Context: an optimization exercise on an open-source flow, tuned for small area. The choices shown serve that exercise and are no tape-out recipe.
Only simulation tests tie the RTL to the original design; equivalence was not proved.

==> flow/design.v, too long to show whole: its modules and the start of the top module <==
// module cpu: 418 lines
// module rf_read_bit: 20 lines
// module rf_read: 16 lines
// module add_ripple: 17 lines
// module add_ripple0: 16 lines
// module add_ripple1: 17 lines
// module add_cs: 22 lines
// module inc_ha: 16 lines
// module rot32n: 17 lines
// module c_fa: 4 lines
// module c_ha: 4 lines
// module c_and: 3 lines
// module c_or: 3 lines
// module c_nand: 3 lines
// module c_xor: 3 lines
// module c_xnor: 3 lines
// module c_oai22: 3 lines
// module c_nor: 3 lines
// module c_or4: 3 lines
// module c_mux2i: 3 lines
// module c_inv: 3 lines
// module c_nor4: 3 lines
// module c_aoi22: 3 lines
// module c_aoi222: 3 lines
// module c_nand4: 3 lines
// module c_nand3: 3 lines
// module c_or3: 3 lines
// module c_mux: 3 lines
// module c_gp: 4 lines
// module c_g: 3 lines
// module mul_enc0: 5 lines
// module mul_enc: 5 lines
// module signed_mul: 4218 lines
// module cpop_module: 109 lines
module cpu(
    input wire clk,
    input wire reset,
    output wire overflow_o,
    output wire zero_o,
    output wire if_id_flush_o,
    output wire stop_flag_o,
    output wire [31:0] instr_mem_address_o,
    output wire if_id_en_o,
    input wire [31:0] instr_mem_read_i,
    output wire [3:0] data_mem_we_o,
    output wire [31:0] data_mem_address_o,
    output wire [31:0] data_mem_write_o,
    input wire [31:0] data_mem_read_i
);
  // ...
==> flow/run.sh <==
#!/bin/bash
# synth_recipe.tcl (not shown) runs the flow's synth.tcl, then flattens the netlist and writes it again
# the make line also repeats each setting of config.mk as NAME=value (left out here)
make -C /OpenROAD-flow-scripts/flow DESIGN_CONFIG=/design/flow/config.mk WORK_HOME=/design/flow/orfs CLKGATE_MAP_FILE= SYNTH_SCRIPT=/design/flow/synth_recipe.tcl finish
==> flow/config.mk <==
export PLATFORM = sky130hd
export DESIGN_NAME = cpu
export DESIGN_NICKNAME = cpu
export VERILOG_FILES = /design/flow/design.v
export SDC_FILE = /design/flow/constraint.sdc
export NUM_CORES = 4
export LEC_CHECK = 0
export CAP_MARGIN = 35
export CORE_MARGIN = 2
export CORE_UTILIZATION = 45
export SLEW_MARGIN = 35
export SYNTH_HIERARCHICAL = 1
export SYNTH_MINIMUM_KEEP_SIZE = 0
==> flow/constraint.sdc <==
create_clock -name core_clock -period 30.0 [get_ports {clk}]
set_input_delay 6.0000 -clock core_clock [delete_from_list [all_inputs] [get_ports {clk}]]
set_output_delay 6.0000 -clock core_clock [all_outputs]
set_load 0.01 [all_outputs]
==> results.yml, run 1 <==
worst_setup_path:
  timing.rr.end: "pc[31]$_SDFFE_PP0P_"
  cp-endpoint: "zero_o"
  cp_num_cells: 40
  slowest_delay_ps: 840
drt:
  drt-total-wl_um: 411900
  vias_per_cell: 7.425
  dr_total_vias: 73420
final_layout:
  multi_input_area_mm2: 0.04766
  n_sequential_cell: 1268
  final_common_cell: "edfxtp_1"
  clock_area_share_pct: 4.738
  regMostFlops: "rf.q"
  area.growth.synth_to_final_pct: 14.79
  nonClkBufAreaFrac_pct: 4.587
  insertedDiodeCount: 32
  finalNetCount: 8058
cts:
  ctsResizeCount: 0
  htreeDepth: 4
  postCtsSetupRepairBufs: 0
  cts_tree: "built"
floorplanning:
  initial_core_util_pct: 45.39
  n_tap_cell: 2464
  core-area_mm2: 0.1835
  rows: 157
synth:
  synth_edf_count: 992
  syn_area_per_cell_um2: 12.21
  synth_async_sr_flop_share_pct: 0
  yosysMostFrequentCell: "edfxtp_1"
  syn-num-nets: 7593
sta:
  fin_skew_ps: 41.61
  fmax_ghz: 0.03587
  rsz0062_at_grt: "false"
grt:
  gr-usage-met1_pct: 47.31
  antenna_found_initial: 40
place:
  numPortBuffers: 169
status:
  run_status: "finished clean"
==> run 2, diff against run 1 <==
--- a/flow/config.mk
+++ b/flow/config.mk
@@ -9,3 +9,4 @@
 export CORE_MARGIN = 2
-export CORE_UTILIZATION = 45
+export CORE_UTILIZATION = 50
+export CTS_BUF_LIST = sky130_fd_sc_hd__clkbuf_4 sky130_fd_sc_hd__clkbuf_8
 export SLEW_MARGIN = 35
==> results.yml, run 2 <==
cts:
  ctsResizeCount: 0
  cts.sinks: 1268
  numCtsBuffers: 206
  postCtsSetupRepairBufs: 0
  clk_pin_slew_ps: 70
  clock_path_buffers: 3
  cts_root_buf: "clkbuf_8"
  htreeDepth: 4
  cts_hold_buf: 0
  cts_tree: "built"
  clkLatencyLatePin_ps: 1040
synth:
  synth_cell_types: 108
  ys_warn_count: 7
  synth_edf_count: 992
  synth_top_area_share_pct: 35.77
  yosysTopAreaCell: "edfxtp_1"
  synth_common_cells: "edfxtp_1 (992), a222oi_1 (645), xor2_1 (620)"
  ys_seq_elements: 1268
  yosysMostFrequentCell: "edfxtp_1"
  syn_area_per_cell_um2: 12.21
  synth_area_leaders: "edfxtp_1 (36%), fa_1 (13%), a222oi_1 (7.8%), dfxtp_1 (6.6%), xor2_1 (6.5%)"
  netlist_instances: 6821
  ys_seq_area_share_pct: 42.40
  netlist_area_mm2: 0.08328
  synth_async_sr_flop_share_pct: 0
  syn-num-nets: 7593
  synth_ff_type: "edfxtp_1"
drt:
  first_pass_iters: 11
  drc: 0
  drtIter0Drc: 15240
  dr_total_vias: 74570
  drtAntennaViolNets: 0
  wire_per_inst_um: 43.31
  vias_per_cell: 7.648
  drt-total-wl_um: 422300
worst_setup_path:
  timing.critical_path.mode_cell: "fa_1"
  required_ps: 24000
  criticalPathCategory: "in -> out"
  worstPathArrival_ps: 22640
  critPathBufInv: 2
  crit_fanout: 15
  cp-start-kind: "input pin"
  slowest_delay_ps: 960
  critPathSlowestCell: "clkdlybuf4s50_1"
  crit_family: "adder cells"
  crit_path_end_kind: "output port"
grt:
  antenna_found_initial: 45
  grt_pass1_vias: 71630
  gr-usage-all-layers_pct: 48.57
  grt_first_pass_wirelength_um: 572000
  overflow: 0
  grt_max_degree: 75
sta:
  worst_pin_slew_ps: 1076
  period_share_pct: 95.46
  maxSlewHeadroom_pct: 28.16
  setup-tns-final_ps: 0
  timing.hold.ws_ps: 299.2
  finalCriticalPeriod_ps: 28640
  fmax_ghz: 0.03492
  setup_viol_count_final: 0
  rsz0062_at_grt: "false"
  finalHoldViolations: 0
  fin_ws_ps: 1361
  finalMaxSlewViolations: 0
  fin_skew_ps: 109.1
min_path:
  hold_class: "reg -> reg"
final_layout:
  finalNetCount: 8138
  area.growth.synth_to_final_pct: 14.30
  multi_input_area_mm2: 0.04768
  drive_gt1_share_pct: 15.22
  layout.area.seq_mm2: 0.03532
  final_cell_mix: "edfxtp_1 (992), a222oi_1 (645), xor2_1 (618), o22ai_1 (573), fa_1 (522)"
  regMostFlops: "rf.q"
  fill_cells: 13840
  fin_area_mm2: 0.09518
  largest_reg_flops: 992
  final_common_cell: "edfxtp_1"
run:
  maxCapViolations: 0
place:
  placed_area_mm2: 0.09063
  numPortBuffers: 169
  dp_hpwl_um: 272500
  gp_congestion: 1.037
  place_ws_ps: 1761
status:
  run_status: "finished clean"
floorplanning:
  die_area_mm2: 0.1698
  die_w_um: 412.1
  dieHeight_um: 412.1
  core-area_mm2: 0.1652
  initial_core_util_pct: 50.42
  ios: 171
  rows: 149
## run 2: cell counts after synthesis
Identical to the previous run, type by type.
## run 2: layer usage
layer / global-route usage (%) / vias up / part of all wire (%)
met1: 55.47 / 36810 / 32
li1: - / 29200 / -
met4: 42.95 / 28 / 11
met3: 17.29 / 1857 / 14
met5: 0 / - / 0.043
met2: 71.94 / 6675 / 42
## run 2: cell families after synthesis
logic type,Yosys count,share of synthesized area (%)
other,3,0.01352
xor gates and xnor gates,703,7.393
AOI/OAI and AO/OA,2047,19.13
and+or+nand+nor,1312,8.408
buffers and inverters,341,1.732
DFF,1268,42.40
adders and majority gates,706,15.31
muxes,441,5.609
## run 2: Yosys stat by module (local to each module, per instance), a selection
module	cells	cell area, um^2	flops+latches
c_xor	1	8.758	0
c_nor	1	3.754	0
c_aoi222	1	10.01	0
c_nand4	1	6.256	0
cpop_module	11	111.4	0
c_mux2i	1	10.01	0
c_ha	1	12.51	0
c_g	1	7.507	0
c_mux	1	15.01	0
mul_enc0	3	16.27	0
cpu	3563	50370	1268
c_gp	2	13.76	0
c_or4	1	7.507	0
## run 2: area by class of cell
cell class / count / share of cell area (%)
clock buffers: 291 / 3.774
flip-flops and latches: 1268 / 37.11
inverters: 143 / 0.5639
clock inverters: 89 / 0.8479
repair buffers: 535 / 4.678
multi-input cells: 5212 / 50.09
well taps: 2189 / 2.877
diodes: 23 / 0.06047
## run 2: per-stage QoR
step                cells  util [%]
CTS                  9723     57.53
global placement     9341     54.81
finish               9750     57.63
floorplan            6821         -
detailed placement   9343     54.87
global route         9733     57.60
## run 2: path summary, 6_finish.rpt
path,from,end,slack [ps],depth (start not counted)
min reg2reg,ex_b[14]$_DFF_P_,mem_sd[14]$_DFF_P_,300,0
max,data_mem_read_i[0],zero_o,1360,39
max reg2reg,wb_rd[2]$_DFF_P_,pc[31]$_SDFFE_PP0P_,11080,44
min,ex_b[14]$_DFF_P_,mem_sd[14]$_DFF_P_,300,0
==> module cpu, before the edit <==
module cpu(
    input wire clk,
    input wire reset,
    output wire overflow_o,
    output wire zero_o,
    output wire if_id_flush_o,
    output wire stop_flag_o,
    output wire [31:0] instr_mem_address_o,
    output wire if_id_en_o,
    input wire [31:0] instr_mem_read_i,
    output wire [3:0] data_mem_we_o,
    output wire [31:0] data_mem_address_o,
    output wire [31:0] data_mem_write_o,
    input wire [31:0] data_mem_read_i
);
    localparam [3:0] C_R    = 4'd0,
                     C_I    = 4'd1,
                     C_LD   = 4'd2,
                     C_B    = 4'd3,
                     C_S    = 4'd4,
                     C_JALR = 4'd5,
                     C_JAL  = 4'd6,
                     C_AUI  = 4'd7,
                     C_LUI  = 4'd8,
                     C_OTH  = 4'd9,    
                     C_BUB  = 4'd10,   
                     C_RST  = 4'd11;   
    reg  [31:0] pc;
    reg  [31:0] if_id;
    reg         stop_seen;
    reg  [31:0] ex_a;         
    reg  [31:0] ex_b;         
    reg  [31:7] ex_ins;       
    reg  [3:0]  ex_cls;
    reg  [31:0] mem_alu;
    reg  [31:0] mem_sd;
    reg  [4:0]  mem_rd;
    reg         mem_m2r, mem_rdwe, mem_stop;
    reg  [1:0]  mem_we;       
    reg  [31:0] wb_alu;
    reg  [4:0]  wb_rd;
    reg         wb_m2r, wb_rdwe, wb_stop;
    wire [31:0] wd = wb_m2r ? data_mem_read_i : wb_alu;
    wire        wb_wr = wb_rdwe & (wb_rd != 5'd0);
    wire [31:0] ins = instr_mem_read_i;
    wire [6:0]  opc = ins[6:0];
    wire [4:0]  ra1 = ins[19:15];
    wire [4:0]  ra2 = ins[24:20];
    wire [2:0]  f3  = ins[14:12];
    wire op_r    = opc == 7'b0110011;
    wire op_i    = opc == 7'b0010011;
    wire op_ld   = opc == 7'b0000011;
    wire op_b    = opc == 7'b1100011;
    wire op_s    = opc == 7'b0100011;
    wire op_jalr = opc == 7'b1100111;
    wire op_jal  = opc == 7'b1101111;
    wire op_aui  = opc == 7'b0010111;
    wire op_lui  = opc == 7'b0110111;
    wire op_sys  = opc == 7'b1110011;
    wire is_br   = op_b | op_jalr | op_jal;
    wire rs1_use = op_r | op_i | op_ld | op_b | op_s | op_jalr;
    wire rs2_use = op_r | op_b | op_s;
    wire ex_rdwe, ex_m2r;
    wire [4:0] ex_rd = ex_ins[11:7];
    wire h1 = ra1 == ex_rd;
    wire h2 = ra2 == ex_rd;
    wire m1 = ra1 == mem_rd;
    wire m2 = ra2 == mem_rd;
    wire stall = is_br ? (((h1 | h2) & ex_rdwe) | ((m1 | m2) & mem_m2r))
                       : (((h1 & rs1_use) | (h2 & rs2_use)) & ex_m2r);
    wire pass = ~stall;
    wire byp1 = wb_wr & (wb_rd == ra1);
    wire byp2 = wb_wr & (wb_rd == ra2);
    wire [31:0] wdr = wd & {32{~reset}};
    wire [32*32-1:0] rfq;
    assign rfq[32*31 +: 32] = ~wd;
    genvar g;
    generate
        for (g = 1; g < 32; g = g + 1) begin : rf
            reg [31:0] q;
            wire en = reset | (wb_rdwe & (wb_rd == g));
            always @(posedge clk) begin
                if (en)
                    q <= wdr;
            end
            if (g < 31) begin : t
                assign rfq[32*(g-1) +: 32] = q;
            end else begin : t
                assign rfq[32*30 +: 32] = ~q;
            end
        end
    endgenerate
    reg [31:0] sel1, sel2;
    integer k;
    always @* begin
        for (k = 1; k < 31; k = k + 1) begin
            sel1[k-1] = !byp1 && ra1 == k;
            sel2[k-1] = !byp2 && ra2 == k;
        end
        sel1[30] = ~(!byp1 && ra1 == 5'd31);
        sel2[30] = ~(!byp2 && ra2 == 5'd31);
        sel1[31] = ~byp1;
        sel2[31] = ~byp2;
    end
    wire [31:0] rs1d, rs2d;
    rf_read rd1 (.sel(sel1), .q(rfq), .y(rs1d));
    rf_read rd2 (.sel(sel2), .q(rfq), .y(rs2d));
    wire mem_fw_ok = mem_rdwe & (mem_rd != 5'd0);
    wire [31:0] bra = (mem_fw_ok && m1) ? mem_alu : rs1d;
    wire [31:0] brb = (mem_fw_ok && m2) ? mem_alu : rs2d;
    wire b_eq  = bra == brb;
    reg [32:0] ltc;
    always @* begin
        ltc[0] = 1'b0;
        for (k = 0; k < 31; k = k + 1)
            ltc[k+1] = (~bra[k] & brb[k]) | (~bra[k] & ltc[k]) | (brb[k] & ltc[k]);
        ltc[32] = (bra[31] & ~brb[31]) | (bra[31] & ltc[31]) | (~brb[31] & ltc[31]);
    end
    wire b_lt  = ltc[32];
    wire brb_hi_nz = |brb[31:1];
    reg  bcond_b;
    always @* begin
        case (f3)
            3'b000: bcond_b = b_eq;
            3'b001: bcond_b = ~b_eq;
            3'b100: bcond_b = b_lt;
            3'b101: bcond_b = ~b_lt;
            3'b110: bcond_b = brb_hi_nz | (brb[0] & ~bra[0]);    
            3'b111: bcond_b = bra[0] & ~brb_hi_nz & ~brb[0];     
            default: bcond_b = 1'b0;
        endcase
    end
    wire bcond = op_b ? bcond_b : (op_jal | op_jalr);
    wire sgn = ins[31];
    wire [31:0] imm_jb = {{19{sgn}}, sgn, ins[7], ins[30:25], ins[11:8], 1'b0};
    wire [31:0] imm_jj = {{11{sgn}}, sgn, ins[19:12], ins[20], ins[30:21], 1'b0};
    wire [31:0] imm_ji = {{20{sgn}}, ins[31:20]};
    wire [31:0] imm_j  = opc[3] ? imm_jj : (opc[2] ? imm_ji : imm_jb);
    wire [31:0] jbase  = (opc[2] & ~opc[3]) ? rs1d : if_id;
    wire [31:0] jump;
    wire jump_co;
    add_ripple0 #(.N(32)) jadd (.a(jbase), .b(imm_j), .s(jump), .co(jump_co));
    wire [31:2] pc_inc;
    inc_ha #(.N(30)) pinc (.a(pc[31:2]), .s(pc_inc));
    reg [3:0] cls;
    always @* begin
        cls = C_OTH;
        if (op_r)    cls = C_R;
        if (op_i)    cls = C_I;
        if (op_ld)   cls = C_LD;
        if (op_b)    cls = C_B;
        if (op_s)    cls = C_S;
        if (op_jalr) cls = C_JALR;
        if (op_jal)  cls = C_JAL;
        if (op_aui)  cls = C_AUI;
        if (op_lui)  cls = C_LUI;
    end
    always @(posedge clk) begin
        if (reset) begin
            pc <= 32'b0;
            if_id <= 32'b0;
            stop_seen <= 1'b0;
        end else begin
            if (!wb_stop && pass)
                pc <= bcond ? jump : {pc_inc, pc[1:0]};
            if (pass)
                if_id <= bcond ? 32'b0 : pc;
            if (op_sys)
                stop_seen <= 1'b1;
        end
    end
    always @(posedge clk) begin
        ex_a   <= (pass && (op_aui || op_jalr)) ? if_id : rs1d;
        ex_b   <= rs2d;
        ex_ins <= ins[31:7];
        if (reset)
            ex_cls <= C_RST;
        else
            ex_cls <= pass ? cls : C_BUB;
    end
    wire ex_valid = (ex_cls != C_BUB) && (ex_cls != C_RST);
    wire ex_pcop  = (ex_cls == C_JALR) || (ex_cls == C_AUI);
    wire ex_srcb  = (ex_cls == C_I) || (ex_cls == C_LD) || (ex_cls == C_B) || (ex_cls == C_S) ||
                    (ex_cls == C_JALR) || (ex_cls == C_JAL) || (ex_cls == C_AUI) || (ex_cls == C_LUI);
    assign ex_m2r  = ex_cls == C_LD;
    assign ex_rdwe = (ex_cls == C_R) || (ex_cls == C_I) || (ex_cls == C_LD) || (ex_cls == C_JALR) ||
                     (ex_cls == C_JAL) || (ex_cls == C_AUI) || (ex_cls == C_LUI);
    wire ex_st = ex_cls == C_S;
    wire [2:0] ef3  = ex_ins[14:12];
    wire [6:0] ef7  = ex_ins[31:25];
    wire [4:0] era1 = ex_ins[19:15];
    wire [4:0] era2 = ex_ins[24:20];
    wire wb_fw_ok = wb_rdwe & (wb_rd != 5'd0);
    wire fa_mem = ex_valid & ~ex_pcop & mem_fw_ok & (era1 == mem_rd);
    wire fa_wb  = ex_valid & ~ex_pcop & wb_fw_ok & (era1 == wb_rd);
    wire fb_mem = ex_valid & mem_fw_ok & (era2 == mem_rd);
    wire fb_wb  = ex_valid & wb_fw_ok & (era2 == wb_rd);
    wire [31:0] a_op  = fa_mem ? mem_alu : (fa_wb ? wd : ex_a);
    wire [31:0] b_tmp = fb_mem ? mem_alu : (fb_wb ? wd : ex_b);
    wire es = ex_ins[31];
    reg [31:0] imm;
    always @* begin
        case (ex_cls)
            C_I, C_LD, C_JALR: imm = {{20{es}}, ex_ins[31:20]};
            C_S:   imm = {{20{es}}, ex_ins[31:25], ex_ins[11:7]};
            C_B:   imm = {{19{es}}, es, ex_ins[7], ex_ins[30:25], ex_ins[11:8], 1'b0};
            C_LUI: imm = {ex_ins[31:12], 12'b0};
            C_JAL: imm = {{11{es}}, es, ex_ins[19:12], ex_ins[20], ex_ins[30:21], 1'b0};
            default: imm = 32'b0;
        endcase
    end
    wire [31:0] b_op = ex_srcb ? imm : b_tmp;
    localparam [4:0] O_ADD = 5'd0, O_SUB = 5'd1, O_SLL = 5'd2, O_SLT = 5'd3, O_SLTU = 5'd4,
                     O_XOR = 5'd5, O_SRL = 5'd6, O_OR = 5'd7, O_AND = 5'd8, O_ANDN = 5'd9,
                     O_ORN = 5'd10, O_XNOR = 5'd11, O_MUL = 5'd12, O_MULH = 5'd13, O_ZERO = 5'd14,
                     O_ROL = 5'd15, O_ROR = 5'd16, O_MAX = 5'd17, O_MIN = 5'd18, O_MAXU = 5'd19,
                     O_MINU = 5'd20, O_REV8 = 5'd21, O_ORCB = 5'd22, O_CPOP = 5'd23, O_CTZ = 5'd24,
                     O_CLZ = 5'd25, O_SEXTB = 5'd26, O_SEXTH = 5'd27, O_ZEXTH = 5'd28;
    reg [4:0] op;
    always @* begin
        op = O_ADD;
        case (ex_cls)
            C_RST: op = O_ZERO;
            C_B:   op = O_SUB;
            C_R: begin
                case (ef7)
                    7'b0000000:
                        case (ef3)
                            3'd0: op = O_ADD;  3'd1: op = O_SLL;  3'd2: op = O_SLT;  3'd3: op = O_SLTU;
                            3'd4: op = O_XOR;  3'd5: op = O_SRL;  3'd6: op = O_OR;   3'd7: op = O_AND;
                        endcase
                    7'b0100000:
                        case (ef3)
                            3'd7: op = O_ANDN; 3'd6: op = O_ORN;  3'd4: op = O_XNOR;
                            3'd0: op = O_SUB;  3'd5: op = O_SRL;  default: op = O_ADD;
                        endcase
                    7'b0000001:
                        case (ef3)
                            3'd0: op = O_MUL;
                            3'd1, 3'd2, 3'd3: op = O_MULH;
                            default: op = O_ZERO;
                        endcase
                    7'b0110000:
                        case (ef3)
                            3'd1: op = O_ROL;  3'd5: op = O_ROR;  default: op = O_ADD;
                        endcase
                    7'b0000101:
                        case (ef3)
                            3'd6: op = O_MAX;  3'd4: op = O_MIN;  3'd5: op = O_MINU; 3'd7: op = O_MAXU;
                            default: op = O_ADD;
                        endcase
                    7'b0000100:
                        op = (era2 == 5'd0 && ef3 == 3'd4) ? O_ZEXTH : O_ADD;
                    default: op = O_ADD;
                endcase
            end
            C_I: begin
                case (ef7)
                    7'b0110000:
                        if (ef3 == 3'd1)
                            case (era2)
                                5'd0: op = O_CLZ;  5'd1: op = O_CTZ;  5'd2: op = O_CPOP;
                                5'd4: op = O_SEXTB; 5'd5: op = O_SEXTH; default: op = O_ADD;
                            endcase
                        else
                            op = O_ADD;
                    7'b0110100: op = (era2 == 5'd24 && ef3 == 3'd5) ? O_REV8 : O_ADD;
                    7'b0010100: op = (era2 == 5'd7 && ef3 == 3'd5) ? O_ORCB : O_ADD;
                    default:
                        case (ef3)
                            3'd0: op = O_ADD;  3'd1: op = O_SLL;  3'd2: op = O_SLT;  3'd3: op = O_SLTU;
                            3'd4: op = O_XOR;  3'd5: op = O_SRL;  3'd6: op = O_OR;   3'd7: op = O_AND;
                        endcase
                endcase
            end
            default: op = O_ADD;
        endcase
    end
    wire is_add  = op == O_ADD;
    wire is_sub  = op == O_SUB;
    wire is_slt  = op == O_SLT;
    wire is_sltu = op == O_SLTU;
    wire is_mm   = (op == O_MAX) || (op == O_MIN) || (op == O_MAXU) || (op == O_MINU);
    wire is_sll  = op == O_SLL;
    wire is_srl  = op == O_SRL;
    wire is_rol  = op == O_ROL;
    wire is_ror  = op == O_ROR;
    wire do_sub = is_sub | is_slt | is_sltu | is_mm;
    wire [31:0] bx = b_op ^ {32{do_sub}};
    wire [31:0] sum;
    wire add_co;
    add_cs #(.L(22)) adder (.a(a_op), .b(bx), .ci(do_sub), .s(sum), .co(add_co));
    wire lt_u = ~add_co;
    wire lt_s = (a_op[31] ^ b_op[31]) ? a_op[31] : lt_u;
    reg [3:0] tt;
    always @* begin
        case (op)
            O_AND:  tt = 4'b1000;
            O_OR:   tt = 4'b1110;
            O_XOR:  tt = 4'b0110;
            O_ANDN: tt = 4'b0100;
            O_ORN:  tt = 4'b1101;
            O_XNOR: tt = 4'b1001;
            O_MAX:  tt = lt_s ? 4'b1010 : 4'b1100;
            O_MIN:  tt = lt_s ? 4'b1100 : 4'b1010;
            O_MAXU: tt = lt_u ? 4'b1010 : 4'b1100;
            O_MINU: tt = lt_u ? 4'b1100 : 4'b1010;
            default: tt = 4'b0000;
        endcase
    end
    wire ext_lo  = (op == O_SEXTB) || (op == O_SEXTH) || (op == O_ZEXTH);
    wire ext_mid = (op == O_SEXTH) || (op == O_ZEXTH);
    reg [31:0] logic_r;
    always @* begin
        for (k = 0; k < 32; k = k + 1) begin
            logic_r[k] = tt[{a_op[k], b_op[k]}];
            if (k < 8)
                logic_r[k] = logic_r[k] | (ext_lo & a_op[k]);
            else if (k < 16)
                logic_r[k] = logic_r[k] | (ext_mid & a_op[k]);
        end
    end
    wire [4:0] amt = b_op[4:0];
    wire [4:0] namt = {amt[4] ^ |amt[3:0], amt[3] ^ |amt[2:0], amt[2] ^ |amt[1:0], amt[1] ^ amt[0], amt[0]};
    wire [4:0] ramt = (is_sll | is_rol) ? namt : amt;
    wire [31:0] rotn;
    rot32n rot (.x(a_op), .r(ramt), .yn(rotn));
    wire amt_small = ~|b_op[31:5];
    reg [31:0] therm;
    reg tq;
    integer j;
    always @* begin
        for (k = 0; k < 32; k = k + 1) begin
            tq = 1'b1;
            for (j = 0; j < 5; j = j + 1)
                tq = ((k >> j) & 1) ? (~amt[j] | tq) : (~amt[j] & tq);
            therm[k] = tq;
        end
    end
    reg [31:0] smask;
    always @* begin
        for (k = 0; k < 32; k = k + 1)
            smask[k] = (is_rol | is_ror) | (is_sll & amt_small & therm[k]) | (is_srl & amt_small & therm[31-k]);
    end
    wire [31:0] shift_r = ~rotn & smask;
    wire [63:0] prod;
    signed_mul mul_u (.a(a_op), .b(b_tmp), .p(prod));
    wire [31:0] mul_r = (op == O_MUL) ? prod[31:0] : ((op == O_MULH) ? prod[63:32] : 32'b0);
    wire is_ctz = op == O_CTZ;
    reg [31:0] cz_in;
    always @* begin
        for (k = 0; k < 32; k = k + 1)
            cz_in[k] = is_ctz ? a_op[31-k] : a_op[k];
    end
    wire z16 = ~|cz_in[31:16];
    wire [15:0] y16 = z16 ? cz_in[15:0] : cz_in[31:16];
    wire z8 = ~|y16[15:8];
    wire [7:0] y8 = z8 ? y16[7:0] : y16[15:8];
    wire z4 = ~|y8[7:4];
    wire [3:0] y4 = z4 ? y8[3:0] : y8[7:4];
    wire z2 = ~|y4[3:2];
    wire [1:0] y2 = z2 ? y4[1:0] : y4[3:2];
    wire z1 = ~y2[1];
    wire zall = ~|cz_in;
    wire [5:0] clz = zall ? 6'd32 : {1'b0, z16, z8, z4, z2, z1};
    wire [5:0] pop;
    cpop_module pop_u (.x(a_op), .n(pop));
    wire [5:0] cnt = ((op == O_CLZ) || is_ctz) ? clz : ((op == O_CPOP) ? pop : 6'd0);
    wire is_rev8 = op == O_REV8;
    wire is_orcb = op == O_ORCB;
    wire [3:0] orc = {|a_op[31:24], |a_op[23:16], |a_op[15:8], |a_op[7:0]};
    wire [31:0] rev8 = {a_op[7:0], a_op[15:8], a_op[23:16], a_op[31:24]};
    wire sextb = op == O_SEXTB;
    wire sexth = op == O_SEXTH;
    reg [31:0] misc_r;
    always @* begin
        for (k = 0; k < 32; k = k + 1) begin
            misc_r[k] = (is_rev8 & rev8[k]) | (is_orcb & orc[k/8]);
            if (k >= 8)
                misc_r[k] = misc_r[k] | (sextb & a_op[7]);
            if (k >= 16)
                misc_r[k] = misc_r[k] | (sexth & a_op[15]);
        end
    end
    wire [31:0] add_r = (is_add | is_sub) ? sum : 32'b0;
    wire slt_bit = (is_slt & lt_s) | (is_sltu & lt_u);
    wire [31:0] res = add_r | logic_r | shift_r | mul_r | misc_r | {26'b0, cnt} | {31'b0, slt_bit};
    assign zero_o = res == 32'b0;
    assign overflow_o = 1'b0;
    always @(posedge clk) begin
        mem_alu  <= res;
        mem_sd   <= ex_b;
        mem_rd   <= ex_ins[11:7];
        mem_m2r  <= ex_m2r;
        mem_rdwe <= ex_rdwe;
        mem_stop <= ex_valid & stop_seen;
        if (reset)
            mem_we <= 2'b00;
        else begin
            mem_we[0] <= ex_st & (ef3 == 3'd0 || ef3 == 3'd1 || ef3 == 3'd2);
            mem_we[1] <= ex_st & (ef3 == 3'd1 || ef3 == 3'd2);
        end
    end
    always @(posedge clk) begin
        wb_alu  <= mem_alu;
        wb_rd   <= mem_rd;
        wb_m2r  <= mem_m2r;
        wb_rdwe <= mem_rdwe;
        wb_stop <= mem_stop;
    end
    assign instr_mem_address_o = pc;
    assign if_id_en_o = pass;
    assign if_id_flush_o = bcond;
    assign stop_flag_o = wb_stop;
    assign data_mem_we_o = {mem_we[1], mem_we[1], mem_we[1], mem_we[0]};
    assign data_mem_address_o = mem_alu;
    assign data_mem_write_o = mem_sd;
endmodule
==> run 3, diff against run 2 <==
--- a/flow/design.v
+++ b/flow/design.v
@@ -42,3 +42,10 @@
     reg         wb_m2r, wb_rdwe, wb_stop;
-    wire [31:0] wd = wb_m2r ? data_mem_read_i : wb_alu;
+    wire [31:0] wdn;    
+    genvar g;
+    generate
+        for (g = 0; g < 32; g = g + 1) begin : wdm
+            c_mux2i u (.a0(wb_alu[g]), .a1(data_mem_read_i[g]), .s(wb_m2r), .y(wdn[g]));
+        end
+    endgenerate
+    wire [31:0] wd = ~wdn;
     wire        wb_wr = wb_rdwe & (wb_rd != 5'd0);
@@ -73,6 +80,5 @@
     wire byp2 = wb_wr & (wb_rd == ra2);
-    wire [31:0] wdr = wd & {32{~reset}};
+    wire [31:0] wdr = ~(wdn | {32{reset}});
     wire [32*32-1:0] rfq;
-    assign rfq[32*31 +: 32] = ~wd;
-    genvar g;
+    assign rfq[32*31 +: 32] = wdn;
     generate
@@ -108,5 +114,14 @@
     wire mem_fw_ok = mem_rdwe & (mem_rd != 5'd0);
-    wire [31:0] bra = (mem_fw_ok && m1) ? mem_alu : rs1d;
-    wire [31:0] brb = (mem_fw_ok && m2) ? mem_alu : rs2d;
-    wire b_eq  = bra == brb;
+    wire fw1 = mem_fw_ok & m1;
+    wire fw2 = mem_fw_ok & m2;
+    wire [31:0] bra_n, brb_n;    
+    generate
+        for (g = 0; g < 32; g = g + 1) begin : brm
+            c_mux2i ua (.a0(rs1d[g]), .a1(mem_alu[g]), .s(fw1), .y(bra_n[g]));
+            c_mux2i ub (.a0(rs2d[g]), .a1(mem_alu[g]), .s(fw2), .y(brb_n[g]));
+        end
+    endgenerate
+    wire [31:0] bra = ~bra_n;
+    wire [31:0] brb = ~brb_n;
+    wire b_eq  = bra_n == brb_n;
     reg [32:0] ltc;
@@ -115,7 +130,7 @@
         for (k = 0; k < 31; k = k + 1)
-            ltc[k+1] = (~bra[k] & brb[k]) | (~bra[k] & ltc[k]) | (brb[k] & ltc[k]);
-        ltc[32] = (bra[31] & ~brb[31]) | (bra[31] & ltc[31]) | (~brb[31] & ltc[31]);
+            ltc[k+1] = (bra_n[k] & ~brb_n[k]) | (bra_n[k] & ltc[k]) | (~brb_n[k] & ltc[k]);
+        ltc[32] = (~bra_n[31] & brb_n[31]) | (~bra_n[31] & ltc[31]) | (brb_n[31] & ltc[31]);
     end
     wire b_lt  = ltc[32];
-    wire brb_hi_nz = |brb[31:1];
+    wire brb_hi_nz = ~&brb_n[31:1];
     reg  bcond_b;
@@ -127,4 +142,4 @@
             3'b101: bcond_b = ~b_lt;
-            3'b110: bcond_b = brb_hi_nz | (brb[0] & ~bra[0]);    
-            3'b111: bcond_b = bra[0] & ~brb_hi_nz & ~brb[0];     
+            3'b110: bcond_b = brb_hi_nz | (~brb_n[0] & bra_n[0]);    
+            3'b111: bcond_b = ~bra_n[0] & ~brb_hi_nz & brb_n[0];     
             default: bcond_b = 1'b0;
@@ -197,4 +212,12 @@
     wire fb_wb  = ex_valid & wb_fw_ok & (era2 == wb_rd);
-    wire [31:0] a_op  = fa_mem ? mem_alu : (fa_wb ? wd : ex_a);
-    wire [31:0] b_tmp = fb_mem ? mem_alu : (fb_wb ? wd : ex_b);
+    wire sa_mem = fa_mem;
+    wire sa_wb  = ~fa_mem & fa_wb;
+    wire sa_ex  = ~fa_mem & ~fa_wb;
+    wire [31:0] a_op_n;
+    generate
+        for (g = 0; g < 32; g = g + 1) begin : am
+            c_aoi222 u (.a0(sa_mem), .b0(mem_alu[g]), .a1(sa_wb), .b1(wd[g]), .a2(sa_ex), .b2(ex_a[g]), .y(a_op_n[g]));
+        end
+    endgenerate
+    wire [31:0] a_op = ~a_op_n;
     wire es = ex_ins[31];
@@ -211,3 +234,15 @@
     end
-    wire [31:0] b_op = ex_srcb ? imm : b_tmp;
+    wire sb_imm = ex_srcb;
+    wire sb_mem = ~ex_srcb & fb_mem;
+    wire sb_wb  = ~ex_srcb & ~fb_mem & fb_wb;
+    wire sb_ex  = ~ex_srcb & ~fb_mem & ~fb_wb;
+    wire [31:0] b_op;
+    generate
+        for (g = 0; g < 32; g = g + 1) begin : bm
+            wire t3, t1;
+            c_aoi222 u3 (.a0(sb_imm), .b0(imm[g]), .a1(sb_mem), .b1(mem_alu[g]), .a2(sb_wb), .b2(wd[g]), .y(t3));
+            c_nand u1 (.a(sb_ex), .b(ex_b[g]), .y(t1));
+            c_nand uo (.a(t3), .b(t1), .y(b_op[g]));
+        end
+    endgenerate
     localparam [4:0] O_ADD = 5'd0, O_SUB = 5'd1, O_SLL = 5'd2, O_SLT = 5'd3, O_SLTU = 5'd4,
@@ -315,3 +350,4 @@
         for (k = 0; k < 32; k = k + 1) begin
-            logic_r[k] = tt[{a_op[k], b_op[k]}];
+            logic_r[k] = (tt[3] & a_op[k] & b_op[k]) | (tt[2] & a_op[k] & ~b_op[k]) |
+                         (tt[1] & ~a_op[k] & b_op[k]) | (tt[0] & ~a_op[k] & ~b_op[k]);
             if (k < 8)
@@ -346,3 +382,3 @@
     wire [63:0] prod;
-    signed_mul mul_u (.a(a_op), .b(b_tmp), .p(prod));
+    signed_mul mul_u (.a(a_op), .b(b_op), .p(prod));
     wire [31:0] mul_r = (op == O_MUL) ? prod[31:0] : ((op == O_MULH) ? prod[63:32] : 32'b0);
--- a/flow/config.mk
+++ b/flow/config.mk
@@ -9,4 +9,5 @@
 export CORE_MARGIN = 2
-export CORE_UTILIZATION = 50
-export CTS_BUF_LIST = sky130_fd_sc_hd__clkbuf_4 sky130_fd_sc_hd__clkbuf_8
+export CORE_UTILIZATION = 45
+export CTS_CLUSTER_DIAMETER = 100
+export CTS_CLUSTER_SIZE = 24
 export SLEW_MARGIN = 35
==> results.yml, run 3 <==
status:
  run_status: "finished clean"
synth:
  synth_common_cells: "edfxtp_1 (992), a222oi_1 (706), xor2_1 (619)"
  synth_top_area_share_pct: 36.51
  ys_seq_elements: 1268
  netlist_area_mm2: 0.08159
  synth_ff_type: "edfxtp_1"
  syn-num-nets: 7491
  synth_edf_count: 992
  ys_warn_count: 7
  netlist_instances: 6719
  yosysTopAreaCell: "edfxtp_1"
  ys_seq_area_share_pct: 43.28
  syn_area_per_cell_um2: 12.14
  synth_async_sr_flop_share_pct: 0
  synth_cell_types: 98
  synth_area_leaders: "edfxtp_1 (37%), fa_1 (13%), a222oi_1 (8.7%), dfxtp_1 (6.8%), xor2_1 (6.6%)"
  yosysMostFrequentCell: "edfxtp_1"
final_layout:
  final_common_cell: "edfxtp_1"
  fill_cells: 15880
  regMostFlops: "rf.q"
  largest_reg_flops: 992
  fin_area_mm2: 0.09133
  final_cell_mix: "edfxtp_1 (992), a222oi_1 (706), xor2_1 (619), o22ai_1 (571), fa_1 (522)"
  drive_gt1_share_pct: 10.40
  layout.area.seq_mm2: 0.03532
  finalNetCount: 7899
  multi_input_area_mm2: 0.04604
  area.growth.synth_to_final_pct: 11.94
cts:
  clk_pin_slew_ps: 90
  cts_hold_buf: 0
  ctsResizeCount: 0
  cts.sinks: 1268
  cts_tree: "built"
  htreeDepth: 3
  postCtsSetupRepairBufs: 0
  clkLatencyLatePin_ps: 750
  cts_root_buf: "clkbuf_16"
  numCtsBuffers: 66
  clock_path_buffers: 3
min_path:
  worstHoldEndpoint: "mem_sd[0]$_DFF_P_"
  worstHoldStart: "ex_b[0]$_DFF_P_"
  min_path_cells: 0
  hold_class: "reg -> reg"
drt:
  wire_per_inst_um: 40.04
  drtIter0Drc: 14190
  vias_per_cell: 7.412
  dr_total_vias: 70670
  drt-total-wl_um: 381700
  first_pass_iters: 13
  drtAntennaViolNets: 0
  drc: 0
sta:
  maxSlewHeadroom_pct: 29.29
  fmax_ghz: 0.03640
  setup-tns-final_ps: 0
  fin_skew_ps: 59.85
  rsz0062_at_grt: "false"
  setup_viol_count_final: 0
  worst_pin_slew_ps: 1031
  finalMaxSlewViolations: 0
  period_share_pct: 91.57
  finalCriticalPeriod_ps: 27470
  finalHoldViolations: 0
floorplanning:
  core-area_mm2: 0.1805
  die_area_mm2: 0.1847
  dieHeight_um: 429.8
  initial_core_util_pct: 45.19
  rows: 156
  ios: 171
  die_w_um: 429.8
place:
  placed_area_mm2: 0.08929
  gp_congestion: 1.027
  dp_hpwl_um: 255100
  numPortBuffers: 169
worst_setup_path:
  required_ps: 24000
  rrSetupSlack_ps: 11140
  reg2reg_from: "wb_rd[1]$_DFF_P_"
  timing.critical_path.mode_cell: "fa_1"
  critPathBufInv: 7
  timing.rr.end: "pc[31]$_SDFFE_PP0P_"
  crit_path_end_kind: "output port"
  worstPathArrival_ps: 21470
  rr_worst_depth: 49
  crit_fanout: 11
  crit_family: "adder cells"
  critPathSlowestCell: "fa_1"
  slowest_delay_ps: 680
  cp-start-kind: "input pin"
  criticalPathCategory: "in -> out"
run:
  maxCapViolations: 0
grt:
  gr-usage-all-layers_pct: 40.00
  grt_max_degree: 65
  overflow: 0
  antenna_found_initial: 24
  grt_first_pass_wirelength_um: 526900
  grt_pass1_vias: 67350
==> run 3: changes by cell type in the layout (fill, tap and decap cells not counted), moves of 49 or more <==
cell	delta
a222oi_1	+61
clkbuf_16	+66
clkbuf_8	-225
mux2_2	-106
clkbuf_4	-66
o21ai_1	-49
inv_1	+71
nand2_1	+123
==> run 3: worst max path at each step <==
stage | startpoint | endpoint | slack, ps | cells after the start
final | data_mem_read_i[0] | zero_o | 2530 | 42
after global routing | data_mem_read_i[0] | zero_o | 2140 | 43
after CTS | data_mem_read_i[0] | zero_o | 2600 | 42
after detailed placement | data_mem_read_i[0] | zero_o | 2610 | 42
after global placement | data_mem_read_i[0] | zero_o | 2540 | 41
after floorplan | data_mem_read_i[0] | zero_o | 4130 | 40
==> run 3: logic make-up after synthesis <==
| kind of cell | Yosys count | share of synthesized area [%] |
|---|---|---|
| AO/OA/AOI/OAI | 1934 | 18.70 |
| AND/OR/NAND/NOR | 1367 | 8.445 |
| flip-flops | 1268 | 43.28 |
| adder cells (fa/ha/maj) | 706 | 15.63 |
| XOR/XNOR | 705 | 7.568 |
| buffers and inverters | 376 | 1.787 |
| multiplexers | 360 | 4.572 |
| other | 3 | 0.01380 |
==> run 3: layer usage <==
layer / vias to the layer above / track usage (%) / share of wire (%)
li1: 28190 / - / -
met1: 35630 / 50.98 / 36
met2: 5698 / 60.96 / 44
met3: 1117 / 12.20 / 13
met4: 33 / 21.73 / 6.8
met5: - / 0 / 0.079
==> run 3: final cells by class <==
| class | instances | share of cell area (%) |
|---|---|---|
| clock buffer | 73 | 1.837 |
| timing repair buffer | 509 | 4.639 |
| inverter | 207 | 0.8535 |
| clock inverter | 15 | 0.3014 |
| multi-input combinational | 5075 | 50.41 |
| sequential | 1268 | 38.67 |
| tap | 2370 | 3.247 |
| antenna | 17 | 0.04658 |
==> run 3: Yosys stat by module (local to each module, per instance), a selection <==
module       cells inside  times used  flops+latches
c_oai22                 1         560              0
c_mux2i                 1         256              0
c_g                     1          62              0
c_aoi222                1         704              0
c_or4                   1          64              0
mul_enc0                3           1              0
signed_mul             41           1              0
c_fa                    1         519              0
cpu                  3237           1           1268
cpop_module            11           1              0
c_mux                   1          11              0
c_gp                    2          52              0
c_xnor                  1          11              0
c_nand                  1         144              0
==> run 3: metrics by stage <==
stage	setup slack (ps)	std cells	util (%)	hold slack [ps]
2_1_floorplan	4127	6719	-	309.6
3_3_place_gp	2536	9427	49.35	316.6
3_5_place_dp	2614	9428	49.45	314.3
4_1_cts	2604	9516	50.54	311.2
5_1_grt	2138	9517	50.56	329.1
6_report	2529	9534	50.59	326.1
==> run 4, diff against run 3 <==
--- a/flow/config.mk
+++ b/flow/config.mk
@@ -7,8 +7,8 @@
 export LEC_CHECK = 0
-export CAP_MARGIN = 35
+export CAP_MARGIN = 25
 export CORE_MARGIN = 2
 export CORE_UTILIZATION = 45
-export CTS_CLUSTER_DIAMETER = 100
-export CTS_CLUSTER_SIZE = 24
-export SLEW_MARGIN = 35
+export CTS_CLUSTER_DIAMETER = 120
+export CTS_CLUSTER_SIZE = 20
+export SLEW_MARGIN = 25
 export SYNTH_HIERARCHICAL = 1
==> results.yml, run 4 <==
cts:
  htreeDepth: 3
  cts_root_buf: "clkbuf_16"
  cts_tree: "built"
  cts_hold_buf: 0
  clock_path_buffers: 3
  cts.sinks: 1268
  clkLatencyLatePin_ps: 740
  numCtsBuffers: 73
  ctsResizeCount: 0
  postCtsSetupRepairBufs: 0
  clk_pin_slew_ps: 80
grt:
  grt_max_degree: 65
  grt_pass1_vias: 67440
  antenna_found_initial: 18
  grt_first_pass_wirelength_um: 526400
  gr-usage-all-layers_pct: 39.99
  overflow: 0
worst_setup_path:
  critPathBufInv: 6
  timing.critical_path.mode_cell: "fa_1"
  critPathSlowestCell: "mux2i_1"
  crit_fanout: 11
  crit_path_end_kind: "output port"
  worstPathArrival_ps: 21850
  slowest_delay_ps: 920
  cp-start-kind: "input pin"
  criticalPathCategory: "in -> out"
  required_ps: 24000
  crit_family: "adder cells"
synth:
  syn_area_per_cell_um2: 12.14
  synth_top_area_share_pct: 36.51
  synth_async_sr_flop_share_pct: 0
  synth_ff_type: "edfxtp_1"
  yosysMostFrequentCell: "edfxtp_1"
  syn-num-nets: 7491
  ys_warn_count: 7
  ys_seq_area_share_pct: 43.28
  synth_common_cells: "edfxtp_1 (992), a222oi_1 (706), xor2_1 (619)"
  yosysTopAreaCell: "edfxtp_1"
  netlist_instances: 6719
  synth_edf_count: 992
  synth_cell_types: 98
  synth_area_leaders: "edfxtp_1 (37%), fa_1 (13%), a222oi_1 (8.7%), dfxtp_1 (6.8%), xor2_1 (6.6%)"
  ys_seq_elements: 1268
  netlist_area_mm2: 0.08159
sta:
  rsz0062_at_grt: "false"
  setup-tns-final_ps: 0
  maxSlewHeadroom_pct: 15.73
  finalCriticalPeriod_ps: 27850
  period_share_pct: 92.83
  fmax_ghz: 0.03591
  fin_skew_ps: 39.70
  worst_pin_slew_ps: 1253
  finalHoldViolations: 0
  setup_viol_count_final: 0
  timing.hold.ws_ps: 332.6
  fin_ws_ps: 2151
  finalMaxSlewViolations: 0
final_layout:
  drive_gt1_share_pct: 10.22
  finalNetCount: 7908
  area.growth.synth_to_final_pct: 12.05
  final_common_cell: "edfxtp_1"
  regMostFlops: "rf.q"
  fill_cells: 15840
  fin_area_mm2: 0.09142
  largest_reg_flops: 992
  final_cell_mix: "edfxtp_1 (992), a222oi_1 (706), xor2_1 (619), o22ai_1 (571), fa_1 (522)"
place:
  placed_area_mm2: 0.08920
  numPortBuffers: 169
  place_ws_ps: 2606
  gp_congestion: 1.027
  dp_hpwl_um: 255100
drt:
  drc: 0
  first_pass_iters: 15
  wire_per_inst_um: 39.97
  drt-total-wl_um: 381400
  drtAntennaViolNets: 0
  dr_total_vias: 70860
  drtIter0Drc: 14490
  vias_per_cell: 7.425
floorplanning:
  initial_core_util_pct: 45.19
  ios: 171
  dieHeight_um: 429.8
  rows: 156
  die_w_um: 429.8
  die_area_mm2: 0.1847
  core-area_mm2: 0.1805
status:
  run_status: "finished clean"
min_path:
  hold_class: "reg -> reg"
run:
  maxCapViolations: 0
[run 4: cell counts after synthesis]
Identical to the previous run, type by type.
[run 4: kinds of logic after synthesis]
logic type | after synthesis | synth area share, %
and+or+nand+nor | 1367 | 8.445
adders and majority gates | 706 | 15.63
AOI/OAI and AO/OA | 1934 | 18.70
buffers and inverters | 376 | 1.787
muxes | 360 | 4.572
xor gates and xnor gates | 705 | 7.568
other | 3 | 0.01380
DFF | 1268 | 43.28
[run 4: modules after synthesis, one instance, submodules excluded, a selection]
module,cells inside,times used,flip-flops and latches
mul_enc0,3,1,0
c_mux,1,11,0
c_gp,2,52,0
c_ha,1,139,0
c_xor,1,592,0
c_xnor,1,11,0
c_or4,1,64,0
c_or,1,11,0
c_nand,1,144,0
c_nor,1,16,0
[run 4: worst paths after layout]
kind	startpoint	end	slack, ps	cells past startpoint
min reg2reg	mem_stop$_DFF_P_	wb_stop$_DFF_P_	330	0
min	mem_stop$_DFF_P_	wb_stop$_DFF_P_	330	0
max reg2reg	wb_rd[2]$_DFF_P_	pc[31]$_SDFFE_PP0P_	11120	46
max	data_mem_read_i[0]	zero_o	2150	41
[run 4: through the flow]
stage	utilization, %	instances
final	50.63	9543
after global routing	50.62	9536
after CTS	50.59	9532
after detailed placement	49.40	9428
after global placement	49.35	9427
after floorplan	-	6719
[run 4: final cells by class]
type / instances / area [um^2] / area share (%)
Tap cell: 2370 / 2965 / 3.244
Clock buffer: 96 / 1966 / 2.150
Sequential cell: 1268 / 35320 / 38.63
Clock inverter: 8 / 166.4 / 0.1820
Antenna cell: 8 / 20.02 / 0.02190
Multi-Input combinational cell: 5075 / 45930 / 50.24
Timing Repair Buffer: 511 / 4278 / 4.679
Inverter: 207 / 777.0 / 0.8499
[run 4: metal layers]
layer	wire length, um	GRT usage [%]	up-vias	share of wire [%]
li1	-	-	28210	-
met1	138500	51.56	35720	36
met2	166500	60.54	5783	44
met3	49220	11.52	1142	13
met4	26780	21.99	15	7.0
met5	384	0.7546	-	0.10
==> run 5, diff against run 4 <==
--- a/flow/design.v
+++ b/flow/design.v
@@ -28,3 +28,4 @@
     reg  [31:0] pc;
-    reg  [31:0] if_id;
+    reg         if_z, if_eq;
+    wire [31:0] if_id;
     reg         stop_seen;
@@ -157,2 +158,12 @@
     add_ripple0 #(.N(32)) jadd (.a(jbase), .b(imm_j), .s(jump), .co(jump_co));
+    reg [31:2] pc_dec;
+    reg nb;
+    always @* begin
+        nb = 1'b0;                       
+        for (k = 2; k < 32; k = k + 1) begin
+            pc_dec[k] = ~(pc[k] ^ nb);
+            nb = pc[k] | nb;
+        end
+    end
+    assign if_id = if_z ? 32'b0 : (if_eq ? pc : {pc_dec, pc[1:0]});
     wire [31:2] pc_inc;
@@ -175,3 +186,4 @@
             pc <= 32'b0;
-            if_id <= 32'b0;
+            if_z <= 1'b1;
+            if_eq <= 1'b0;
             stop_seen <= 1'b0;
@@ -181,3 +193,6 @@
             if (pass)
-                if_id <= bcond ? 32'b0 : pc;
+            begin
+                if_z <= bcond;
+                if_eq <= ~bcond & wb_stop;
+            end
             if (op_sys)
--- a/flow/config.mk
+++ b/flow/config.mk
@@ -7,8 +7,8 @@
 export LEC_CHECK = 0
-export CAP_MARGIN = 25
+export CAP_MARGIN = 35
 export CORE_MARGIN = 2
 export CORE_UTILIZATION = 45
-export CTS_CLUSTER_DIAMETER = 120
-export CTS_CLUSTER_SIZE = 20
-export SLEW_MARGIN = 25
+export CTS_CLUSTER_DIAMETER = 100
+export CTS_CLUSTER_SIZE = 24
+export SLEW_MARGIN = 35
 export SYNTH_HIERARCHICAL = 1
==> results.yml, run 5 <==
status:
  run_status: "finished clean"
synth:
  syn_area_per_cell_um2: 12.16
  netlist_area_mm2: 0.08109
  ys_seq_elements: 1238
  synth_common_cells: "edfxtp_1 (992), a222oi_1 (704), xor2_1 (621)"
  synth_mux_area_share_pct: 4.614
  synth_compound_area_share_pct: 18.72
  synth_cell_types: 93
  yosysTopAreaCell: "edfxtp_1"
  synthXorXnorAreaFrac_pct: 7.626
  synth_area_leaders: "edfxtp_1 (37%), fa_1 (13%), a222oi_1 (8.7%), xor2_1 (6.7%), dfxtp_1 (6.1%)"
  syn-num-nets: 7469
  synth-simple-area-share_pct: 8.221
  ys_warn_count: 7
  synth_ff_type: "edfxtp_1"
  synth_top_family_by_area: "compound AO/OA/AOI/OAI gates"
  yosysMostFrequentCell: "edfxtp_1"
  synth_fa_ha_area_share_pct: 16.16
  synth_async_sr_flop_share_pct: 0
  synth_top_area_share_pct: 36.74
  netlist_instances: 6669
  synth_edf_count: 992
  ys_seq_area_share_pct: 42.81
min_path:
  min_path_cells: 0
  worstHoldStart: "mem_stop$_DFF_P_"
  hold_class: "reg -> reg"
  worstHoldEndpoint: "wb_stop$_DFF_P_"
cts:
  cts.sinks: 1238
  clock_path_buffers: 3
  ctsResizeCount: 0
  clkLatencyLatePin_ps: 780
  cts_tree: "built"
  postCtsSetupRepairBufs: 0
  cts_root_buf: "clkbuf_16"
  numCtsBuffers: 61
  clk_pin_slew_ps: 100
  cts_hold_buf: 0
  htreeDepth: 2
floorplanning:
  dieHeight_um: 428.5
  rows: 155
  die_w_um: 428.5
  core-area_mm2: 0.1788
  ios: 171
  die_area_mm2: 0.1836
  initial_core_util_pct: 45.35
worst_setup_path:
  criticalPathCategory: "in -> out"
  rrSetupSlack_ps: 11530
  worstPathArrival_ps: 21570
  slowest_delay_ps: 800
  timing.rr.end: "pc[31]$_SDFFE_PP0P_"
  critPathBufInv: 6
  crit_family: "adder cells"
  required_ps: 24000
  cp-start-kind: "input pin"
  crit_fanout: 26
  rr_worst_depth: 50
  timing.critical_path.mode_cell: "fa_1"
  startpoint: "data_mem_read_i[0]"
  crit_path_end_kind: "output port"
  reg2reg_from: "wb_rd[1]$_DFF_P_"
  critPathSlowestCell: "mux2i_1"
final_layout:
  final_util_pct: 50.60
  largest_reg_flops: 992
  final_cell_mix: "edfxtp_1 (992), a222oi_1 (704), xor2_1 (620), o22ai_1 (569), fa_1 (522)"
  finalNetCount: 7850
  multi_input_area_mm2: 0.04612
  final_common_cell: "edfxtp_1"
  drive_gt1_share_pct: 10.11
  layout.area.seq_mm2: 0.03472
  fin_cells: 9441
  regMostFlops: "rf.q"
  fill_cells: 15660
  area.growth.synth_to_final_pct: 11.58
grt:
  antenna_found_initial: 16
  overflow: 0
  grt_first_pass_wirelength_um: 501300
  grt_pass1_vias: 66570
  gr-usage-all-layers_pct: 37.67
  grt_max_degree: 64
drt:
  drc: 0
  vias_per_cell: 7.416
  first_pass_iters: 15
  dr_total_vias: 70020
  wire_per_inst_um: 38.05
  drtAntennaViolNets: 0
  drtIter0Drc: 13420
  drt-total-wl_um: 359200
sta:
  finalHoldViolations: 0
  fin_ws_ps: 2430
  fin_skew_ps: 52.70
  finalMaxSlewViolations: 0
  maxSlewHeadroom_pct: 24.13
  setup-tns-final_ps: 0
  setup_viol_count_final: 0
  rsz0062_at_grt: "false"
  timing.hold.ws_ps: 340.2
  fmax_ghz: 0.03627
  finalCriticalPeriod_ps: 27570
  worst_pin_slew_ps: 1106
  period_share_pct: 91.90
place:
  placed_cells_incl_taps: 9341
  gp_congestion: 1.050
  place_ws_ps: 2742
  dp_hpwl_um: 238100
  numPortBuffers: 169
run:
  maxCapViolations: 0
==> run 5: logic make-up (layout without fill, tap and decap cells) <==
| logic type | Yosys count | after routing |
|---|---|---|
| AOI/OAI and AO/OA | 1930 | 1930 |
| muxes | 351 | 351 |
| buffers and inverters | 385 | 790 |
| and+or+nand+nor | 1322 | 1322 |
| adders and majority gates | 734 | 734 |
| other | 3 | 15 |
| xor gates and xnor gates | 706 | 706 |
| DFF | 1238 | 1238 |
==> run 5: per-layer routing <==
layer	track usage, %	part of all wire [%]	vias up
met5	0.5204	0.046	-
met4	19.86	6.5	14
met3	12.65	14	1066
met2	56.92	44	5777
met1	47.84	36	35220
li1	-	-	27930
==> run 5: cell type report <==
class | instances | share of cell area (%)
Tap cell | 2355 | 3.257
Timing Repair Buffer | 472 | 4.412
Antenna cell | 12 | 0.03319
Inverter | 231 | 0.9611
Multi-Input combinational cell | 5046 | 50.97
Clock inverter | 14 | 0.2531
Clock buffer | 73 | 1.737
Sequential cell | 1238 | 38.37
==> run 5: stage by stage <==
stage / instance area (um^2)
floorplan: 81090
global placement: 88350
detailed placement: 88590
CTS: 90390
global route: 90440
finish: 90470
==> run 5: worst register-to-register path: cells and delay by family, from the launching register on <==
family,cells,cell delay [ps]
fa+ha+maj,32,12630
simple gates,8,3050
buf+inv,6,1380
flops,1,330
compound gates,4,990
==> run 5: worst max path at each step <==
stage,cells after the start,endpoint
after detailed placement,41,zero_o
after global routing,41,zero_o
after floorplan,38,zero_o
after CTS,41,zero_o
final,41,zero_o
after global placement,41,zero_o
==> run 5: modules after synthesis (local to each module, per instance), a selection <==
| module | cells | flip-flops and latches | times used |
|---|---|---|---|
| cpop_module | 11 | 0 | 1 |
| c_ha | 1 | 0 | 139 |
| c_or | 1 | 0 | 11 |
| signed_mul | 41 | 0 | 1 |
| c_nand | 1 | 0 | 144 |
| c_xor | 1 | 0 | 592 |
==> run 6, diff against run 5 <==
==> flow/flow/run.sh (new file) <==
#!/bin/bash
# The standard layout, with the ports buffered by the smallest buffer
# (sky130_fd_sc_hd__buf_1) instead of sky130_fd_sc_hd__clkdlybuf4s50_1.
# Every input and output port still gets its own buffer.
set -e
export BUFFER_PORTS_ARGS="-buffer_cell sky130_fd_sc_hd__buf_1"
bash standard.sh > standard.log 2>&1
==> flow/standard.sh (new file) <==
#!/bin/bash
# synth_recipe.tcl (not shown) runs the flow's synth.tcl, then flattens the netlist and writes it again
# the make line also repeats each setting of config.mk as NAME=value (left out here)
make -C /OpenROAD-flow-scripts/flow DESIGN_CONFIG=/design/flow/config.mk WORK_HOME=/design/flow/orfs CLKGATE_MAP_FILE= SYNTH_SCRIPT=/design/flow/synth_recipe.tcl "${@:-finish}"
removed: flow/run.sh
==> results.yml, run 6 <==
status:
  run_status: "finished clean"
final_layout:
  fill_cells: 15950
  largest_reg_flops: 992
  final_common_cell: "edfxtp_1"
  final_cell_mix: "edfxtp_1 (992), a222oi_1 (704), xor2_1 (620), o22ai_1 (569), fa_1 (522)"
  fin_area_mm2: 0.08968
  finalNetCount: 7870
  layout.area.seq_mm2: 0.03472
  drive_gt1_share_pct: 10.38
  multi_input_area_mm2: 0.04614
  regMostFlops: "rf.q"
  area.growth.synth_to_final_pct: 10.60
synth:
  ys_seq_area_share_pct: 42.81
  syn_area_per_cell_um2: 12.16
  synth_cell_types: 93
  netlist_area_mm2: 0.08109
  synth_top_area_share_pct: 36.74
  yosysMostFrequentCell: "edfxtp_1"
  synth_common_cells: "edfxtp_1 (992), a222oi_1 (704), xor2_1 (621)"
  netlist_instances: 6669
  ys_warn_count: 7
  yosysTopAreaCell: "edfxtp_1"
  synth_async_sr_flop_share_pct: 0
  synth_edf_count: 992
  synth_area_leaders: "edfxtp_1 (37%), fa_1 (13%), a222oi_1 (8.7%), xor2_1 (6.7%), dfxtp_1 (6.1%)"
  synth_ff_type: "edfxtp_1"
  ys_seq_elements: 1238
  syn-num-nets: 7469
sta:
  worst_pin_slew_ps: 1012
  maxSlewHeadroom_pct: 32.51
  finalHoldViolations: 0
  finalCriticalPeriod_ps: 27040
  rsz0062_at_grt: "false"
  period_share_pct: 90.12
  setup_viol_count_final: 0
  fmax_ghz: 0.03699
  setup-tns-final_ps: 0
  fin_skew_ps: 113.6
  finalMaxSlewViolations: 0
cts:
  cts.sinks: 1238
  clock_path_buffers: 3
  postCtsSetupRepairBufs: 0
  clkLatencyLatePin_ps: 790
  ctsResizeCount: 0
  cts_tree: "built"
  htreeDepth: 2
  numCtsBuffers: 61
  clk_pin_slew_ps: 100
  cts_hold_buf: 0
  cts_root_buf: "clkbuf_16"
min_path:
  worstHoldEndpoint: "wb_stop$_DFF_P_"
  worstHoldStart: "mem_stop$_DFF_P_"
  hold_class: "reg -> reg"
  min_path_cells: 0
worst_setup_path:
  reg2reg_from: "wb_rd[1]$_DFF_P_"
  slowest_delay_ps: 690
  timing.rr.end: "pc[31]$_SDFFE_PP0P_"
  rrSetupSlack_ps: 11660
  worstPathArrival_ps: 21040
  required_ps: 24000
  timing.critical_path.mode_cell: "fa_1"
  cp-start-kind: "input pin"
  criticalPathCategory: "in -> out"
  crit_family: "adder cells"
  crit_fanout: 39
  crit_path_end_kind: "output port"
  critPathBufInv: 6
  critPathSlowestCell: "fa_1"
  rr_worst_depth: 50
floorplanning:
  rows: 155
  core-area_mm2: 0.1788
  die_area_mm2: 0.1836
  die_w_um: 428.5
  dieHeight_um: 428.5
  ios: 171
  initial_core_util_pct: 45.35
drt:
  first_pass_iters: 13
  vias_per_cell: 7.372
  drc: 0
  drt-total-wl_um: 361900
  wire_per_inst_um: 38.21
  dr_total_vias: 69820
  drtIter0Drc: 13700
  drtAntennaViolNets: 0
grt:
  grt_pass1_vias: 67060
  grt_first_pass_wirelength_um: 503900
  overflow: 0
  antenna_found_initial: 32
  grt_max_degree: 67
  gr-usage-all-layers_pct: 37.93
place:
  numPortBuffers: 169
  placed_area_mm2: 0.08769
  gp_congestion: 1.038
  dp_hpwl_um: 242200
run:
  maxCapViolations: 0
==> run 6: cell counts after synthesis <==
Identical to the previous run, type by type.
==> run 6: worst max-delay path by stage <==
stage	startpoint	cells past startpoint	endpoint
after floorplan	data_mem_read_i[0]	38	zero_o
after global placement	data_mem_read_i[0]	43	zero_o
after detailed placement	data_mem_read_i[0]	43	zero_o
after CTS	data_mem_read_i[0]	43	zero_o
after global routing	data_mem_read_i[0]	43	zero_o
final	data_mem_read_i[0]	43	zero_o
==> run 6: cell families (layout without fill, tap and decap cells) <==
kind of cell	count (synthesis)	after routing	share of synthesized area, %
buffers and inverters	385	807	1.833
xor gates and xnor gates	706	706	7.626
muxes	351	351	4.614
other	3	28	0.01389
DFF	1238	1238	42.81
and+or+nand+nor	1322	1322	8.221
adders and majority gates	734	734	16.16
AOI/OAI and AO/OA	1930	1930	18.72
==> run 6: per-stage QoR <==
step / setup slack, ps / hold WS (ps) / cells / utilization (%)
finish: 2964 / 344.8 / 9471 / 50.16
global placement: 3097 / 310.0 / 9356 / 48.90
CTS: 3032 / 342.4 / 9442 / 50.04
detailed placement: 3013 / 318.9 / 9358 / 49.04
floorplan: 4527 / 309.6 / 6669 / -
global route: 2621 / 353.7 / 9447 / 50.12
==> run 6: modules after synthesis, one instance, submodules excluded, a selection <==
module       flops+latches  cell area (um^2)
mul_enc                  0             42.54
c_xnor                   0             8.758
c_gp                     0             13.76
c_nand                   0             3.754
c_nor                    0             3.754
c_xor                    0             8.758
c_or                     0             6.256
c_aoi222                 0             10.01
c_fa                     0             20.02
signed_mul               0             157.7
mul_enc0                 0             16.27
c_nand4                  0             6.256
cpop_module              0             111.4
c_ha                     0             12.51
c_g                      0             7.507
c_mux2i                  0             10.01
==> run 6: layout make-up <==
cell class / count / area share (%)
multi-input combinational: 5046 / 51.45
sequential: 1238 / 38.71
timing repair buffer: 492 / 3.518
tap: 2355 / 3.285
clock buffer: 72 / 1.759
inverter: 231 / 0.9696
clock inverter: 12 / 0.2386
antenna: 25 / 0.06976
==> run 6: layer usage <==
layer	GRT usage (%)	share of wire, %	vias up
met4	20.92	6.7	26
met5	0	0.083	-
met1	47.71	36	35210
met3	12.40	13	1130
met2	57.77	44	5442
li1	-	-	28010

-- separate check: timing with driven ports --
The flow's constraints put no driver on any port. The routed layouts listed below were extracted and timed again, unchanged, in two steps.
Step 1, drivers: a clkbuf_16 drives clk and a buf_2 each remaining input, both assumed.
Step 2 adds t to the input delays and takes it off the output delays; t is the mean of the earliest and latest rising clock arrival at the registers after step 1. Input paths then give back, and output paths get back, about the clock's delay inside the block.
a / b / c = ideal / step 1 / step 2; a / b = the first two.
run | t, ns | setup WS [ns] | worst hold slack (ns)
run 1 | 0.882 | 2.119 / 2.095 / 2.095 | 0.326 / 0.326 / 0.326
run 2 | 1.089 | 1.361 / 1.333 / 1.333 | 0.299 / 0.299 / 0.299
run 3 | 0.797 | 2.529 / 2.505 / 2.505 | 0.326 / 0.326 / 0.326
run 4 | 0.798 | 2.151 / 2.128 / 2.128 | 0.333 / 0.333 / 0.333
run 5 | 0.841 | 2.430 / 2.400 / 2.400 | 0.340 / 0.340 / 0.340
run 6 | 0.818 | 2.964 / 2.936 / 2.936 | 0.345 / 0.345 / 0.345
After both steps every run listed still meets setup and hold. For run 5, which loses most, drivers alone change the setup slack by -0.030 ns; drivers and shift together by -0.030 ns.
